Background: an optimization exercise with open tools, aiming at small area. Do not read the settings as production practice. Only simulation tests tie the RTL to the original design; equivalence was not proved. No driver is modelled on the clock port, so clock power and skew are understated where the tree is cut down; a real chip needs a root buffer or a tree. Power and IR drop assume default switching activity.

Design top, start of the top module:
module top #(
  parameter STARTUP_WAIT = 32'd2000,
  parameter FRAME_WAIT = 32'd4500,
  parameter JUMP_DURATION = 32'd950000
)(
  input clk,
  input rst,
  input btn1,
  output io_sclk,
  output io_sdin,
  output io_cs,
  output io_dc,
  output io_reset
);
Size: roughly 400 cells after synthesis, roughly 55 flip-flops, roughly 0.0033 mm² of cells after synthesis.
make LEC_CHECK=0 CAP_MARGIN=20 CORE_MARGIN=2 CORE_UTILIZATION=40 SLEW_MARGIN=20 finish   # period 5.0 ns
run.sh (not shown) runs the stock make flow with config.mk's settings and CLKGATE_MAP_FILE= SYNTH_SCRIPT=/design/flow/synth_recipe.tcl, a recipe that flattens the netlist after the stock synthesis.
The starting point finished clean.
==> next run, changes <==
==> flow/flow/run.sh (new file) <==
#!/bin/bash
# Own layout flow: the standard flow, except that after the standard
# synthesis the combinational logic is mapped again by ABC with an
# area-oriented script (the standard synthesis maps for speed). Registers,
# their names and cell types are left exactly as the standard synthesis made
# them. Each tool's output goes to a log file of its own in this folder.
set -euo pipefail

WORK=$(pwd)
FLOWDIR=$WORK/flow
RES=$WORK/orfs/results/$FLOW_PLATFORM/top/base
LIB=$FLOW_HOME/platforms/$FLOW_PLATFORM/lib/sky130_fd_sc_hd__tt_025C_1v80.lib
YOSYS=$(command -v yosys || echo "$FLOW_HOME/../tools/install/yosys/bin/yosys")

# 1. the standard synthesis, unchanged.
bash standard.sh synth > "$WORK/log_1_standard_synth.log" 2>&1
cp "$RES/1_2_yosys.v" "$WORK/standard_1_2_yosys.v"

# 2. Map the combinational logic again for area. Flip-flop cells are kept
#    as black boxes, so their instances stay as they are.
DONT_USE=""
for c in $(grep -o 'sky130_fd_sc_hd__\(lpflow\|probe\)[a-z0-9_]*' "$LIB" | sort -u); do
  DONT_USE="$DONT_USE -dont_use $c"
done
cat > "$WORK/remap.ys" <<EOS
read_liberty -ignore_miss_func $LIB
blackbox sky130_fd_sc_hd__df* sky130_fd_sc_hd__edf* sky130_fd_sc_hd__sdf* sky130_fd_sc_hd__sedf* sky130_fd_sc_hd__dl* sky130_fd_sc_hd__sdl*
read_verilog $WORK/standard_1_2_yosys.v
hierarchy -check -top $FLOW_TOP
flatten
opt -purge
abc -liberty $LIB $DONT_USE -script $FLOWDIR/area.abc
opt_clean -purge
hilomap -singleton -hicell sky130_fd_sc_hd__conb_1 HI -locell sky130_fd_sc_hd__conb_1 LO
splitnets
opt_clean -purge
tee -o $WORK/remap_stat.txt stat -liberty $LIB
write_verilog -noattr -nohex -nodec $WORK/remapped_1_2_yosys.v
EOS
"$YOSYS" -s "$WORK/remap.ys" > "$WORK/log_2_remap.log" 2>&1

# Use the remapped netlist only if it keeps every flip-flop instance.
n_std=$(grep -c 'sky130_fd_sc_hd__\(df\|edf\|sdf\|sedf\)' "$WORK/standard_1_2_yosys.v" || true)
n_new=$(grep -c 'sky130_fd_sc_hd__\(df\|edf\|sdf\|sedf\)' "$WORK/remapped_1_2_yosys.v" || true)
if [[ "$n_std" == "$n_new" ]]; then
  cp "$WORK/remapped_1_2_yosys.v" "$RES/1_2_yosys.v"
  touch "$RES/1_2_yosys.v"
else
  echo "remap changed the flip-flops ($n_std -> $n_new); keeping the standard netlist" >> "$WORK/log_2_remap.log"
fi

# 3. The rest of the standard flow, from the netlist on.
bash standard.sh > "$WORK/log_3_standard_layout.log" 2>&1
==> flow/flow/area.abc (new file) <==
strash; ifraig; dc2; dch -f; amap; strash; dch -f; amap; topo
==> flow/standard.sh (new file) <==
#!/bin/bash
# synth_recipe.tcl (not shown) runs the flow's synth.tcl, then flattens the netlist and writes it again
# the make line also repeats each setting of config.mk as NAME=value (left out here)
make -C /OpenROAD-flow-scripts/flow DESIGN_CONFIG=/design/flow/config.mk WORK_HOME=/design/flow/orfs CLKGATE_MAP_FILE= SYNTH_SCRIPT=/design/flow/synth_recipe.tcl "${@:-finish}"
removed: flow/run.sh
Synthesized cell count drops by 2.5%.
Critical path depth drops by 9.
Design area drops by 16%.
Count of clock-buffer cells in the layout does not change.
==> next run, changes <==
--- a/flow/flow/run.sh
+++ b/flow/flow/run.sh
@@ -52,2 +52,7 @@
-# 3. The rest of the standard flow, from the netlist on.
-bash standard.sh > "$WORK/log_3_standard_layout.log" 2>&1
+# 3. The rest of the standard flow, from the netlist on. Every port still
+#    gets a buffer, but the smallest one; the clock tree uses small buffers
+#    and no dummy loads.
+bash standard.sh \
+  "BUFFER_PORTS_ARGS=-buffer_cell sky130_fd_sc_hd__buf_1" \
+  "CTS_ARGS=-sink_clustering_enable -repair_clock_nets -dont_use_dummy_load -buf_list {sky130_fd_sc_hd__clkbuf_2 sky130_fd_sc_hd__clkbuf_4 sky130_fd_sc_hd__clkbuf_8}" \
+  finish > "$WORK/log_3_standard_layout.log" 2>&1
--- a/flow/config.mk
+++ b/flow/config.mk
@@ -10 +10 @@
-export CORE_UTILIZATION = 40
+export CORE_UTILIZATION = 70
Outcome: The changed run completed without violations; final area drops by 3.6%; routed wire length drops by 1.3%; cell count drops by 7.2%; maximum frequency climbs by 12%.
==> next run, changes <==
--- a/flow/flow/run.sh
+++ b/flow/flow/run.sh
@@ -57 +57 @@
-  "CTS_ARGS=-sink_clustering_enable -repair_clock_nets -dont_use_dummy_load -buf_list {sky130_fd_sc_hd__clkbuf_2 sky130_fd_sc_hd__clkbuf_4 sky130_fd_sc_hd__clkbuf_8}" \
+  "CTS_ARGS=-sink_clustering_enable -repair_clock_nets -dont_use_dummy_load -buf_list sky130_fd_sc_hd__clkbuf_8 -root_buf sky130_fd_sc_hd__clkbuf_8 -sink_clustering_size 30 -sink_clustering_max_diameter 500 -sink_buffer_max_cap_derate 0.5" \
After rerunning: Area after synthesis is unchanged. Setup slack is unchanged. Via count stays the same. Fmax is unchanged. Final area is unchanged. Clock-buffer cell count stays the same. Worst hold slack stays the same. Global-route usage does not change. Sequential power stays flat.

========
Another version of the RTL of top (not shown whole).
For scale: ~360 cells after synthesis, ~8 I/O pins, roughly 2500 um^2 of cells after synthesis.
==> flow/config.mk <==
export PLATFORM = sky130hd
export DESIGN_NAME = top
export DESIGN_NICKNAME = top
export VERILOG_FILES = /design/flow/design.v
export SDC_FILE = /design/flow/constraint.sdc
export NUM_CORES = 4
export LEC_CHECK = 0
export CAP_MARGIN = 20
export CORE_MARGIN = 2
export CORE_UTILIZATION = 70
export SLEW_MARGIN = 20
==> flow/constraint.sdc <==
create_clock -name core_clock -period 5.0 [get_ports {clk}]
set_input_delay 1.0000 -clock core_clock [delete_from_list [all_inputs] [get_ports {clk}]]
set_output_delay 1.0000 -clock core_clock [all_outputs]
set_load 0.01 [all_outputs]
standard.sh (not shown) runs the stock make flow with config.mk's settings and CLKGATE_MAP_FILE= SYNTH_SCRIPT=/design/flow/synth_recipe.tcl, a recipe that flattens the netlist after the stock synthesis.
==> flow/flow/run.sh <==
#!/bin/bash
# Own layout flow: the standard flow, except that
#  - after the standard synthesis, the combinational logic is mapped again by
#    ABC for area (the standard synthesis maps for speed). A few area scripts
#    are tried and the smallest result is used. Registers, their names and
#    cell types are left exactly as the standard synthesis made them;
#  - every port still gets a buffer, but the smallest one (buf_1);
#  - the clock tree is built from clkbuf_8 cells, without dummy loads.
# Each tool's output goes to a log file of its own in this folder.
set -euo pipefail

WORK=$(pwd)
FLOWDIR=$WORK/flow
RES=$WORK/orfs/results/$FLOW_PLATFORM/top/base
LIB=$FLOW_HOME/platforms/$FLOW_PLATFORM/lib/sky130_fd_sc_hd__tt_025C_1v80.lib
YOSYS=$(command -v yosys || echo "$FLOW_HOME/../tools/install/yosys/bin/yosys")

# 1. the standard synthesis, unchanged.
bash standard.sh synth > "$WORK/log_1_standard_synth.log" 2>&1
cp "$RES/1_2_yosys.v" "$WORK/standard_1_2_yosys.v"

# 2. Map the combinational logic again for area. Flip-flop cells are kept
#    as black boxes, so their instances stay as they are.
DONT_USE=""
for c in $(grep -o 'sky130_fd_sc_hd__\(lpflow\|probe\)[a-z0-9_]*' "$LIB" | sort -u); do
  DONT_USE="$DONT_USE -dont_use $c"
done
n_std=$(grep -c 'sky130_fd_sc_hd__\(df\|edf\|sdf\|sedf\)' "$WORK/standard_1_2_yosys.v" || true)

remap() {  # remap NAME: maps with flow/NAME.abc into remap_NAME.v
  local name=$1
  cat > "$WORK/remap_$name.ys" <<EOS
read_liberty -ignore_miss_func $LIB
blackbox sky130_fd_sc_hd__df* sky130_fd_sc_hd__edf* sky130_fd_sc_hd__sdf* sky130_fd_sc_hd__sedf* sky130_fd_sc_hd__dl* sky130_fd_sc_hd__sdl*
read_verilog $WORK/standard_1_2_yosys.v
hierarchy -check -top $FLOW_TOP
flatten
opt -purge
abc -liberty $LIB $DONT_USE -script $FLOWDIR/$name.abc
opt_clean -purge
hilomap -singleton -hicell sky130_fd_sc_hd__conb_1 HI -locell sky130_fd_sc_hd__conb_1 LO
splitnets
opt_clean -purge
tee -o $WORK/remap_$name.stat stat -liberty $LIB
write_verilog -noattr -nohex -nodec $WORK/remap_$name.v
EOS
  "$YOSYS" -s "$WORK/remap_$name.ys" > "$WORK/log_2_remap_$name.log" 2>&1 || return 0
}

for s in area1 area2 area3; do remap $s & done
wait

best=""; best_area=""
for s in area1 area2 area3; do
  [[ -f "$WORK/remap_$s.v" && -f "$WORK/remap_$s.stat" ]] || continue
  n_new=$(grep -c 'sky130_fd_sc_hd__\(df\|edf\|sdf\|sedf\)' "$WORK/remap_$s.v" || true)
  [[ "$n_new" == "$n_std" ]] || continue
  a=$(awk '/Chip area for module/ {print $NF}' "$WORK/remap_$s.stat" | tail -1)
  echo "$s $a" >> "$WORK/remap_choice.txt"
  if [[ -z "$best" ]] || awk -v a="$a" -v b="$best_area" 'BEGIN{exit !(a<b)}'; then
    best=$s; best_area=$a
  fi
done
if [[ -n "$best" ]]; then
  echo "using $best ($best_area)" >> "$WORK/remap_choice.txt"
  cp "$WORK/remap_$best.v" "$RES/1_2_yosys.v"
  touch "$RES/1_2_yosys.v"
else
  echo "no remap kept the flip-flops; using the standard netlist" >> "$WORK/remap_choice.txt"
fi

# 3. The rest of the standard flow, from the netlist on.
bash standard.sh \
  "BUFFER_PORTS_ARGS=-buffer_cell sky130_fd_sc_hd__buf_1" \
  "CTS_ARGS=-sink_clustering_enable -repair_clock_nets -dont_use_dummy_load -buf_list sky130_fd_sc_hd__clkbuf_8 -root_buf sky130_fd_sc_hd__clkbuf_8" \
  finish > "$WORK/log_3_standard_layout.log" 2>&1
==> flow/flow/area2.abc <==
strash; &get -n; &deepsyn -J 300 -T 400; &put; dch -f; amap; strash; dch -f; amap; topo
==> flow/flow/area3.abc <==
strash; &get -n; &deepsyn -J 1000 -T 600; &put; dch -f; amap; topo
Other scripts of this flow, unchanged in this note and not shown: flow/flow/area1.abc
Next try:
--- a/flow/flow/run.sh
+++ b/flow/flow/run.sh
@@ -48,9 +48,9 @@
 }
 
-for s in area1 area2 area3; do remap $s & done
+for s in area2; do remap $s & done
 wait
 
 best=""; best_area=""
-for s in area1 area2 area3; do
+for s in area2; do
   [[ -f "$WORK/remap_$s.v" && -f "$WORK/remap_$s.stat" ]] || continue
   n_new=$(grep -c 'sky130_fd_sc_hd__\(df\|edf\|sdf\|sedf\)' "$WORK/remap_$s.v" || true)
@@ -73,4 +73,4 @@
 bash standard.sh \
   "BUFFER_PORTS_ARGS=-buffer_cell sky130_fd_sc_hd__buf_1" \
-  "CTS_ARGS=-sink_clustering_enable -repair_clock_nets -dont_use_dummy_load -buf_list sky130_fd_sc_hd__clkbuf_8 -root_buf sky130_fd_sc_hd__clkbuf_8" \
+  "CTS_ARGS=-sink_clustering_enable -repair_clock_nets -dont_use_dummy_load -buf_list {sky130_fd_sc_hd__clkbuf_4 sky130_fd_sc_hd__clkbuf_8} -root_buf sky130_fd_sc_hd__clkbuf_8 -sink_clustering_size 10" \
   finish > "$WORK/log_3_standard_layout.log" 2>&1
- CORE_UTILIZATION: 70 -> 80
Outcome: The new run completed with no timing, DRC or antenna violations; synthesized cell count goes down by 2.3%; flip-flop and latch count does not change; first-iteration DRC count goes up by about 80%; cell count goes down by 2.4%.
Next try:
--- a/flow/flow/run.sh
+++ b/flow/flow/run.sh
@@ -48,9 +48,9 @@
 }
 
-for s in area2; do remap $s & done
+for s in area1 ds0 ds1 ds2 ds3; do remap $s & done
 wait
 
 best=""; best_area=""
-for s in area2; do
+for s in area1 ds0 ds1 ds2 ds3; do
   [[ -f "$WORK/remap_$s.v" && -f "$WORK/remap_$s.stat" ]] || continue
   n_new=$(grep -c 'sky130_fd_sc_hd__\(df\|edf\|sdf\|sedf\)' "$WORK/remap_$s.v" || true)
@@ -73,4 +73,4 @@
 bash standard.sh \
   "BUFFER_PORTS_ARGS=-buffer_cell sky130_fd_sc_hd__buf_1" \
-  "CTS_ARGS=-sink_clustering_enable -repair_clock_nets -dont_use_dummy_load -buf_list {sky130_fd_sc_hd__clkbuf_4 sky130_fd_sc_hd__clkbuf_8} -root_buf sky130_fd_sc_hd__clkbuf_8 -sink_clustering_size 10" \
+  "CTS_ARGS=-sink_clustering_enable -repair_clock_nets -dont_use_dummy_load -buf_list sky130_fd_sc_hd__clkbuf_8 -root_buf sky130_fd_sc_hd__clkbuf_8" \
   finish > "$WORK/log_3_standard_layout.log" 2>&1
==> flow/flow/ds0.abc (new file) <==
strash; &get -n; &deepsyn -S 0 -J 1000 -T 900; &put; dch -f; amap; strash; dch -f; amap; strash; dch -f; amap; topo
==> flow/flow/ds1.abc (new file) <==
strash; &get -n; &deepsyn -S 1 -J 1000 -T 900; &put; dch -f; amap; strash; dch -f; amap; strash; dch -f; amap; topo
==> flow/flow/ds2.abc (new file) <==
strash; &get -n; &deepsyn -S 2 -J 1000 -T 900; &put; dch -f; amap; strash; dch -f; amap; strash; dch -f; amap; topo
==> flow/flow/ds3.abc (new file) <==
strash; &get -n; &deepsyn -S 3 -J 1000 -T 900; &put; dch -f; amap; strash; dch -f; amap; strash; dch -f; amap; topo
- CORE_UTILIZATION: 80 -> 70
removed: flow/flow/area2.abc
removed: flow/flow/area3.abc
The new run ran to the end with no violations.
Core utilization decreases by 11 points.
Register-to-register slack improved by 0.69 ns.
Maximum frequency climbs by 22%.
Combinational power came out lower by 23%.
Wire length falls by 17%.
Global-route usage came out lower by 12 points.
Sequential power is lower by about 2%.
Critical path depth increases by 3.
Cell count fell by 2.5%.
Next try:
--- a/flow/flow/run.sh
+++ b/flow/flow/run.sh
@@ -6,6 +6,4 @@
 #    cell types are left exactly as the standard synthesis made them;
 #  - every port still gets a buffer, but the smallest one (buf_1);
-#  - the clock tree is built from clkbuf_8 cells, without dummy loads.
-# Each tool's output goes to a log file of its own in this folder.
 set -euo pipefail
 
@@ -48,9 +46,9 @@
 }
 
-for s in area1 ds0 ds1 ds2 ds3; do remap $s & done
+for s in area1; do remap $s & done
 wait
 
 best=""; best_area=""
-for s in area1 ds0 ds1 ds2 ds3; do
+for s in area1; do
   [[ -f "$WORK/remap_$s.v" && -f "$WORK/remap_$s.stat" ]] || continue
   n_new=$(grep -c 'sky130_fd_sc_hd__\(df\|edf\|sdf\|sedf\)' "$WORK/remap_$s.v" || true)
@@ -71,5 +69,7 @@
 
 # 3. The rest of the standard flow, from the netlist on.
+export FLOW_CLOCK_PORT=clk
 bash standard.sh \
+  "POST_CTS_TCL=$FLOWDIR/post_cts.tcl" \
   "BUFFER_PORTS_ARGS=-buffer_cell sky130_fd_sc_hd__buf_1" \
   "CTS_ARGS=-sink_clustering_enable -repair_clock_nets -dont_use_dummy_load -buf_list sky130_fd_sc_hd__clkbuf_8 -root_buf sky130_fd_sc_hd__clkbuf_8" \
==> flow/flow/ds4.abc (new file) <==
strash; &get -n; &deepsyn -S 4 -J 1000 -T 900; &put; dch -f; amap; strash; dch -f; amap; strash; dch -f; amap; topo
==> flow/flow/ds5.abc (new file) <==
strash; &get -n; &deepsyn -S 5 -J 1000 -T 900; &put; dch -f; amap; strash; dch -f; amap; strash; dch -f; amap; topo
==> flow/flow/ds6.abc (new file) <==
strash; &get -n; &deepsyn -S 6 -J 1000 -T 900; &put; dch -f; amap; strash; dch -f; amap; strash; dch -f; amap; topo
==> flow/flow/ds7.abc (new file) <==
strash; &get -n; &deepsyn -S 7 -J 1000 -T 900; &put; dch -f; amap; strash; dch -f; amap; strash; dch -f; amap; topo
==> flow/flow/post_cts.tcl (new file) <==
set block [ord::get_db_block]
set clk_port [expr {[info exists ::env(FLOW_CLOCK_PORT)] ? $::env(FLOW_CLOCK_PORT) : "clk"}]
set clk_net [[$block findBTerm $clk_port] getNet]
set loads [$clk_net getITerms]
if {[llength $loads] == 1} {
  set root [[lindex $loads 0] getInst]
  set root_master [[$root getMaster] getName]
  set out_net [[$root findITerm X] getNet]
  set root_loads {}
  if {[string match "sky130_fd_sc_hd__clkbuf_*" $root_master] && $out_net != "NULL"} {
    foreach it [$out_net getITerms] {
      if {[$it getInst] != $root} { lappend root_loads $it }
    }
  }
  set all_bufs 1
  foreach it $root_loads {
    if {![string match "sky130_fd_sc_hd__clkbuf_*" [[[$it getInst] getMaster] getName]]} { set all_bufs 0 }
  }
  if {[llength $root_loads] > 0 && [llength $root_loads] <= 4 && $all_bufs} {
    puts "post_cts: removing clock root buffer [$root getName] ($root_master), [llength $root_loads] loads"
    foreach it $root_loads { $it disconnect; $it connect $clk_net }
    odb::dbInst_destroy $root
    odb::dbNet_destroy $out_net
    estimate_parasitics -placement
  } else {
    puts "post_cts: clock root buffer kept"
  }
} else {
  puts "post_cts: clock port drives [llength $loads] cells; nothing changed"
}
Result: The changed run ran to the end with no violations. Combinational power stays flat. Non-clock buffer count goes up by 1. Setup slack loses 0.32 ns. Clock skew is lower by 0.0068 ns. Area after synthesis went up by 13%. Global-route usage is higher by 6.9 points. Hold slack stays flat. Die area came out higher by 12%. Routed wire length is higher by 30%. Total power goes down by 4.1%. Via count is higher by 20%.
Next try:
--- a/flow/flow/run.sh
+++ b/flow/flow/run.sh
@@ -46,9 +46,9 @@
 }
 
-for s in area1; do remap $s & done
+for s in area1 ds0 ds1 ds2 ds3 ds4 ds5 ds6 ds7; do remap $s & done
 wait
 
 best=""; best_area=""
-for s in area1; do
+for s in area1 ds0 ds1 ds2 ds3 ds4 ds5 ds6 ds7; do
   [[ -f "$WORK/remap_$s.v" && -f "$WORK/remap_$s.stat" ]] || continue
   n_new=$(grep -c 'sky130_fd_sc_hd__\(df\|edf\|sdf\|sedf\)' "$WORK/remap_$s.v" || true)
Outcome: Total power drops by 1.6%; utilization fell by 1.0 points; maximum frequency rises by 8.0%; setup slack gets better by 0.26 ns; die area shrinks by 11%; cell count falls by 14%; register-to-register slack gains 0.26 ns; sequential power stays flat; routed wire length fell by 23%; combinational power stays flat; cell area fell by 11%.

port drivers added, routing unchanged:
In the flow no input, the clock included, has a driving cell. The finished layouts below were timed again as built, in two steps.
Step 1 (the two cells are an assumption about what drives the block):
set clk [get_ports {clk}]
set_driving_cell -lib_cell sky130_fd_sc_hd__clkbuf_16 $clk
set_driving_cell -lib_cell sky130_fd_sc_hd__buf_2 [delete_from_list [all_inputs] $clk]
Step 2 times the ports against the registers' clock, not the clock port: input delays grow and output delays shrink by t, the midpoint of the rising clock arrivals with the driver on.
a / b / c = no drivers / after step 1 / after step 2; a / b = the first two.
run | t (ns) | slack for setup (ns) | hold WS [ns] | worst setup path at the end
the first run of note 1 | 0.341 | 0.528 / 0.528 / 0.528 | 0.402 / 0.402 / 0.402 | register to register
the second run of note 1 | 0.336 | 1.426 / 1.397 / 1.733 | 0.396 / 0.396 / 0.396 | register to output
the third run of note 1 | 0.333 | 1.805 / 1.775 / 2.081 | 0.388 / 0.388 / 0.388 | register to register
the fourth run of note 1 | 0.333 | 1.805 / 1.775 / 2.081 | 0.388 / 0.388 / 0.388 | register to register
the first run of note 2 | 0.329 | 0.924 / 0.924 / 0.924 | 0.383 / 0.383 / 0.383 | register to register
the second run of note 2 | 0.325 | 1.113 / 1.113 / 1.113 | 0.398 / 0.398 / 0.398 | register to register
the third run of note 2 | 0.331 | 1.801 / 1.801 / 1.801 | 0.401 / 0.401 / 0.401 | register to register
the fourth run of note 2 | 0.202 | 1.486 / 1.486 / 1.486 | 0.401 / 0.401 / 0.401 | register to register
the fifth run of note 2 | 0.201 | 1.747 / 1.747 / 1.747 | 0.395 / 0.395 / 0.395 | register to register
After both steps setup and hold are still met in every run listed.
